Context: an optimization exercise on an open-source flow, tuned for small area and a short achievable clock period. The choices shown serve that exercise and are no tape-out recipe. The RTL was checked by simulation tests, not by an equivalence proof against the original design.

// desiredDrive_reg
module desiredDrive_reg(
    input clk, rst_n,
    input [11:0] avg_torque,
    input [4:0] cadence,
    input not_pedaling,
    input [12:0] incline,
    input [2:0] scale,
    output logic [11:0] target_curr
);
make LEC_CHECK=0 CAP_MARGIN=20 CORE_MARGIN=2 CORE_UTILIZATION=40 SLEW_MARGIN=20 finish   # period 13.0 ns
run.sh (not shown) runs the stock make flow with config.mk's settings and CLKGATE_MAP_FILE= SYNTH_SCRIPT=/design/flow/synth_recipe.tcl, a recipe that flattens the netlist after the stock synthesis.
The starting point produced a clean layout.
Edit:
==> flow/flow/run.sh (new file) <==
#!/bin/bash
# Layout flow: the standard flow, except that Yosys's generic "synth -run fine:"
# step skips its early ABC pass (-noabc), so that extract_fa sees the RTL's full
# adders as written (without the input/output inversions the early ABC pass puts
# around them). Everything else (dfflibmap, the final ABC mapping, flatten,
# renaming, floorplan .. finish) is the standard flow unchanged.
set -euo pipefail
HERE=$(pwd)
# ORFS's synth.tcl with the one change
sed 's/synth -top \$::env(DESIGN_NAME) -run fine: {\*}\$synth_full_args/synth -top $::env(DESIGN_NAME) -run fine: -noabc {*}$synth_full_args/' \
    "$FLOW_HOME/scripts/synth.tcl" > "$HERE/synth_noabc.tcl"
grep -q -- '-run fine: -noabc' "$HERE/synth_noabc.tcl"
# The standard flow's synthesis wrapper, sourcing the changed synth.tcl
sed "s#source \$::env(SCRIPTS_DIR)/synth.tcl#source $HERE/synth_noabc.tcl#" synth_recipe.tcl > "$HERE/flow_synth.tcl"
grep -q "source $HERE/synth_noabc.tcl" "$HERE/flow_synth.tcl"
# The standard.sh, pointed at that wrapper
sed "s#SYNTH_SCRIPT=[^ ]*#SYNTH_SCRIPT=$HERE/flow_synth.tcl#" standard.sh > "$HERE/flow_standard.sh"
grep -q "SYNTH_SCRIPT=$HERE/flow_synth.tcl" "$HERE/flow_standard.sh"
bash "$HERE/flow_standard.sh" finish > "$HERE/flow_make.log" 2>&1
==> flow/standard.sh (new file) <==
#!/bin/bash
# synth_recipe.tcl (not shown) runs the flow's synth.tcl, then flattens the netlist and writes it again
# the make line also repeats each setting of config.mk as NAME=value (left out here)
make -C /OpenROAD-flow-scripts/flow DESIGN_CONFIG=/design/flow/config.mk WORK_HOME=/design/flow/orfs CLKGATE_MAP_FILE= SYNTH_SCRIPT=/design/flow/synth_recipe.tcl "${@:-finish}"
removed: flow/run.sh
Non-clock buffer count fell by 1.
Final cell count went down by 16%.
Cell area drops by 4.5%.
Worst hold slack is better by 0.16 ns.
Sequential cell count does not change.
Synthesized area went down by 4.8%.

---

alpha:
Another version of the RTL of desiredDrive_reg (not shown whole).
For scale: roughly 1100 cells after synthesis, about 48 I/O pins.
==> flow/config.mk <==
export PLATFORM = sky130hd
export DESIGN_NAME = desiredDrive_reg
export DESIGN_NICKNAME = desiredDrive_reg
export VERILOG_FILES = /design/flow/design.v
export SDC_FILE = /design/flow/constraint.sdc
export NUM_CORES = 4
export LEC_CHECK = 0
export ABC_AREA = 1
export CAP_MARGIN = 20
export CORE_MARGIN = 2
export CORE_UTILIZATION = 40
export CTS_BUF_LIST = sky130_fd_sc_hd__clkbuf_4 sky130_fd_sc_hd__clkbuf_8
export PLACE_DENSITY = 0.8
export SLEW_MARGIN = 20
export TNS_END_PERCENT = 5
==> flow/constraint.sdc <==
create_clock -name core_clock -period 13.0 [get_ports {clk}]
set_input_delay 2.6000 -clock core_clock [delete_from_list [all_inputs] [get_ports {clk}]]
set_output_delay 2.6000 -clock core_clock [all_outputs]
set_load 0.01 [all_outputs]
standard.sh (not shown) runs the stock make flow with config.mk's settings and CLKGATE_MAP_FILE= SYNTH_SCRIPT=/design/flow/synth_recipe.tcl, a recipe that flattens the netlist after the stock synthesis.
==> flow/flow/run.sh <==
#!/bin/bash
# Layout flow: the standard flow (standard.sh), with these changes:
#  - synthesis: Yosys's generic "synth -run fine:" step skips its early ABC
#    pass (-noabc), so that extract_fa sees the RTL's full adders as written
#    (without the input/output inversions that pass puts around them), and
#    extract_fa looks for full adders only (EXTRACT_FA_ARGS); the rest of
#    synthesis (dfflibmap, the final ABC mapping, flatten, renaming) is as in
#    the standard flow's synthesis;
#  - the port buffers are PORT_BUF cells;
#  - ORFS's timing repair aims for SETUP_SLACK_MARGIN ns of setup slack.
# The SDC, the clock period and every other step are the standard flow's.
set -euo pipefail
HERE=$(pwd)
EXTRACT_FA_ARGS=""
SETUP_MARGIN=7.6
PORT_BUF=sky130_fd_sc_hd__buf_1
# ORFS's synth.tcl with the changes
sed -e 's/synth -top \$::env(DESIGN_NAME) -run fine: {\*}\$synth_full_args/synth -top $::env(DESIGN_NAME) -run fine: -noabc {*}$synth_full_args/' \
    -e "s/extract_fa {\*}\[dont_use_extract_fa_args\]/extract_fa $EXTRACT_FA_ARGS/" \
    "$FLOW_HOME/scripts/synth.tcl" > "$HERE/synth_changed.tcl"
grep -q -- '-run fine: -noabc' "$HERE/synth_changed.tcl"
grep -q -- "^ *extract_fa $EXTRACT_FA_ARGS\$" "$HERE/synth_changed.tcl"
# The standard flow's synthesis wrapper, sourcing the changed synth.tcl
sed "s#source \$::env(SCRIPTS_DIR)/synth.tcl#source $HERE/synth_changed.tcl#" synth_recipe.tcl > "$HERE/flow_synth.tcl"
grep -q "source $HERE/synth_changed.tcl" "$HERE/flow_synth.tcl"
# The standard.sh, pointed at that wrapper
sed "s#SYNTH_SCRIPT=[^ ]*#SYNTH_SCRIPT=$HERE/flow_synth.tcl#" standard.sh > "$HERE/flow_standard.sh"
grep -q "SYNTH_SCRIPT=$HERE/flow_synth.tcl" "$HERE/flow_standard.sh"
bash "$HERE/flow_standard.sh" SETUP_SLACK_MARGIN=$SETUP_MARGIN \
    "BUFFER_PORTS_ARGS=-buffer_cell $PORT_BUF" finish > "$HERE/flow_make.log" 2>&1
[inputs] beta vs alpha
Settings: removing PLACE_DENSITY (formerly 0.8).
--- a/flow/flow/run.sh
+++ b/flow/flow/run.sh
@@ -14,3 +14,3 @@
 EXTRACT_FA_ARGS=""
-SETUP_MARGIN=7.6
+SETUP_MARGIN=8.0
 PORT_BUF=sky130_fd_sc_hd__buf_1
Notes after the runs:
Maximum frequency, beta and alpha, lower one = alpha.
beta vs. alpha: worst hold slack shows an increase of 28 ps, number of global-route vias before repair went down by 3.1%.
Summary of beta over alpha: finished layout cell area increased about 0.6%; share of cell area taken by multi-input logic gates now smaller; met2 track utilization from global routing rose 0.97 points; first-pass GRT wire length up about 3%.
beta against alpha: worst endpoint required time went up, post-route clock period utilization went down.
The inputs of gamma differ from those of beta as listed below.
==> flow/flow/run.sh <==
#!/bin/bash
# Layout flow: the standard flow (standard.sh), with these changes:
#  - synthesis: Yosys's generic "synth -run fine:" step skips its early ABC
#    pass (-noabc), so that extract_fa sees the RTL's full adders as written
#    (without the input/output inversions that pass puts around them), and
#    extract_fa leaves the carry-propagate adders (instances u_cpa_*) to the
#    final ABC mapping instead of building them from adder cells; the rest of
#    synthesis (dfflibmap, the final ABC mapping, flatten, renaming) is as in
#    the standard flow's synthesis;
#  - the port buffers are PORT_BUF cells;
#  - ORFS's timing repair aims for SETUP_MARGIN ns of setup slack.
# The SDC, the clock period and every other step are the standard flow's.
set -euo pipefail
HERE=$(pwd)
SETUP_MARGIN=8.0
PORT_BUF=sky130_fd_sc_hd__buf_1
# ORFS's synth.tcl with the changes
sed -e 's/synth -top \$::env(DESIGN_NAME) -run fine: {\*}\$synth_full_args/synth -top $::env(DESIGN_NAME) -run fine: -noabc {*}$synth_full_args/' \
    -e 's/extract_fa {\*}\[dont_use_extract_fa_args\]/extract_fa {*}[dont_use_extract_fa_args] c:* c:*u_cpa_* %d/' \
    "$FLOW_HOME/scripts/synth.tcl" > "$HERE/synth_changed.tcl"
grep -q -F -- '-run fine: -noabc' "$HERE/synth_changed.tcl"
grep -q -F -- 'extract_fa {*}[dont_use_extract_fa_args] c:* c:*u_cpa_* %d' "$HERE/synth_changed.tcl"
# The standard flow's synthesis wrapper, sourcing the changed synth.tcl
sed "s#source \$::env(SCRIPTS_DIR)/synth.tcl#source $HERE/synth_changed.tcl#" synth_recipe.tcl > "$HERE/flow_synth.tcl"
grep -q -F "source $HERE/synth_changed.tcl" "$HERE/flow_synth.tcl"
# The standard.sh, pointed at that wrapper
sed "s#SYNTH_SCRIPT=[^ ]*#SYNTH_SCRIPT=$HERE/flow_synth.tcl#" standard.sh > "$HERE/flow_standard.sh"
grep -q -F "SYNTH_SCRIPT=$HERE/flow_synth.tcl" "$HERE/flow_standard.sh"
bash "$HERE/flow_standard.sh" SETUP_SLACK_MARGIN=$SETUP_MARGIN \
    "BUFFER_PORTS_ARGS=-buffer_cell $PORT_BUF" finish > "$HERE/flow_make.log" 2>&1
## What came out
The design area of gamma was inferior to that of beta. From beta to gamma the numbers moved as follows: met1 track utilization from global routing has decreased; layout buffer count excluding clock buffers has increased; multi-input combinational cell count has increased; worst stage delay on the critical path has increased. Area added between synthesis and finish: gamma higher than beta. Taking beta as the reference, in gamma register fraction of the total cell area roughly the same; post-synth design cell area higher; global placement routability congestion higher; cell count higher.
Relative to gamma, the following input files were edited for delta:
Settings: a deleted ABC_AREA that had been 1.
==> flow/flow/run.sh <==
#!/bin/bash
# Layout flow: the standard flow (standard.sh), with these changes:
#  - synthesis: Yosys's generic "synth -run fine:" step skips its early ABC
#    pass (-noabc), so that extract_fa sees the RTL's full adders as written
#    (without the input/output inversions that pass puts around them), and
#    extract_fa looks for full adders only (EXTRACT_FA_ARGS); the rest of
#    synthesis (dfflibmap, the final ABC mapping, flatten, renaming) is as in
#    the standard flow's synthesis;
#    the final ABC mapping runs flow/map.abc (a delay-oriented mapping without
#    ABC's own buffering and sizing, which OpenROAD's repair does later);
#  - the port buffers are PORT_BUF cells;
#  - ORFS's timing repair aims for SETUP_SLACK_MARGIN ns of setup slack.
# The SDC, the clock period and every other step are the standard flow's.
set -euo pipefail
HERE=$(pwd)
EXTRACT_FA_ARGS=""
SETUP_MARGIN=7.6
PORT_BUF=sky130_fd_sc_hd__buf_1
# ORFS's synth.tcl with the changes
sed -e 's/synth -top \$::env(DESIGN_NAME) -run fine: {\*}\$synth_full_args/synth -top $::env(DESIGN_NAME) -run fine: -noabc {*}$synth_full_args/' \
    -e "s/extract_fa {\*}\[dont_use_extract_fa_args\]/extract_fa $EXTRACT_FA_ARGS/" \
    -e "s#^  log_cmd abc {\*}\$abc_args#  log_cmd abc {*}[lreplace \$abc_args 1 1 $HERE/flow/map.abc]#" \
    "$FLOW_HOME/scripts/synth.tcl" > "$HERE/synth_changed.tcl"
grep -q -- '-run fine: -noabc' "$HERE/synth_changed.tcl"
grep -q -- "^ *extract_fa $EXTRACT_FA_ARGS\$" "$HERE/synth_changed.tcl"
grep -q -- "lreplace \$abc_args 1 1 $HERE/flow/map.abc" "$HERE/synth_changed.tcl"
# The standard flow's synthesis wrapper, sourcing the changed synth.tcl
sed "s#source \$::env(SCRIPTS_DIR)/synth.tcl#source $HERE/synth_changed.tcl#" synth_recipe.tcl > "$HERE/flow_synth.tcl"
grep -q "source $HERE/synth_changed.tcl" "$HERE/flow_synth.tcl"
# The standard.sh, pointed at that wrapper
sed "s#SYNTH_SCRIPT=[^ ]*#SYNTH_SCRIPT=$HERE/flow_synth.tcl#" standard.sh > "$HERE/flow_standard.sh"
grep -q "SYNTH_SCRIPT=$HERE/flow_synth.tcl" "$HERE/flow_standard.sh"
bash "$HERE/flow_standard.sh" SETUP_SLACK_MARGIN=$SETUP_MARGIN \
    "BUFFER_PORTS_ARGS=-buffer_cell $PORT_BUF" finish > "$HERE/flow_make.log" 2>&1
==> flow/flow/map.abc (new file) <==
strash
&get -n
&st
&dch
&nf
&put
topo
stime -c
Findings:
Sort gamma and delta by count of mapped cells out of synthesis desc -> top: gamma. Going from gamma to delta, routing usage on met1 rose by 0.70 points; cell area after layout fell by about 7%. Of gamma and delta, delta shows the lower share of cells above drive strength 1, with gamma above it. Going from gamma to delta, the worst setup slack was found to have gone down by 470 ps. Final clock period utilization by the worst path in delta is 3.6 points higher than in gamma.

-- afterwards: timing with drivers on the ports --
Ports are ideal in the flow. The routed layouts listed here were re-timed in OpenROAD.
Step 1: set_driving_cell puts a clkbuf_16 on clk and a buf_2 on each other input, an assumption about the parent block.
Step 2 moves the port delays by t, midway between the first and last clock arrival at a register: inputs arrive t later, outputs are due t later. That takes back most of the time a late clock gives input paths.
Three values: ideal ports, drivers, drivers and shift; two values: the first two.
run | t, ns | slack for setup (ns) | hold slack, ns | slew at the worst register clock pin (ns)
the first run of note 1 | 0.337 | 5.402 / 5.422 / 5.085 | 1.228 / 1.228 / 1.228 | 0.06 / 0.06
the second run of note 1 | 0.338 | 5.390 / 5.414 / 5.076 | 1.389 / 1.389 / 1.389 | 0.07 / 0.07
alpha | 0.349 | 7.559 / 7.575 / 7.226 | 0.740 / 0.740 / 0.740 | 0.09 / 0.09
beta | 0.364 | 7.594 / 7.586 / 7.222 | 0.768 / 0.768 / 0.768 | 0.09 / 0.09
gamma | 0.360 | 7.908 / 7.908 / 7.548 | 0.749 / 0.749 / 0.749 | 0.10 / 0.10
delta | 0.347 | 7.434 / 7.443 / 7.096 | 0.693 / 0.693 / 0.693 | 0.09 / 0.09
After both steps setup and hold are still met in every run listed. The setup slack of beta, which loses most, moves by -0.008 ns with the drivers and by -0.372 ns with both steps.
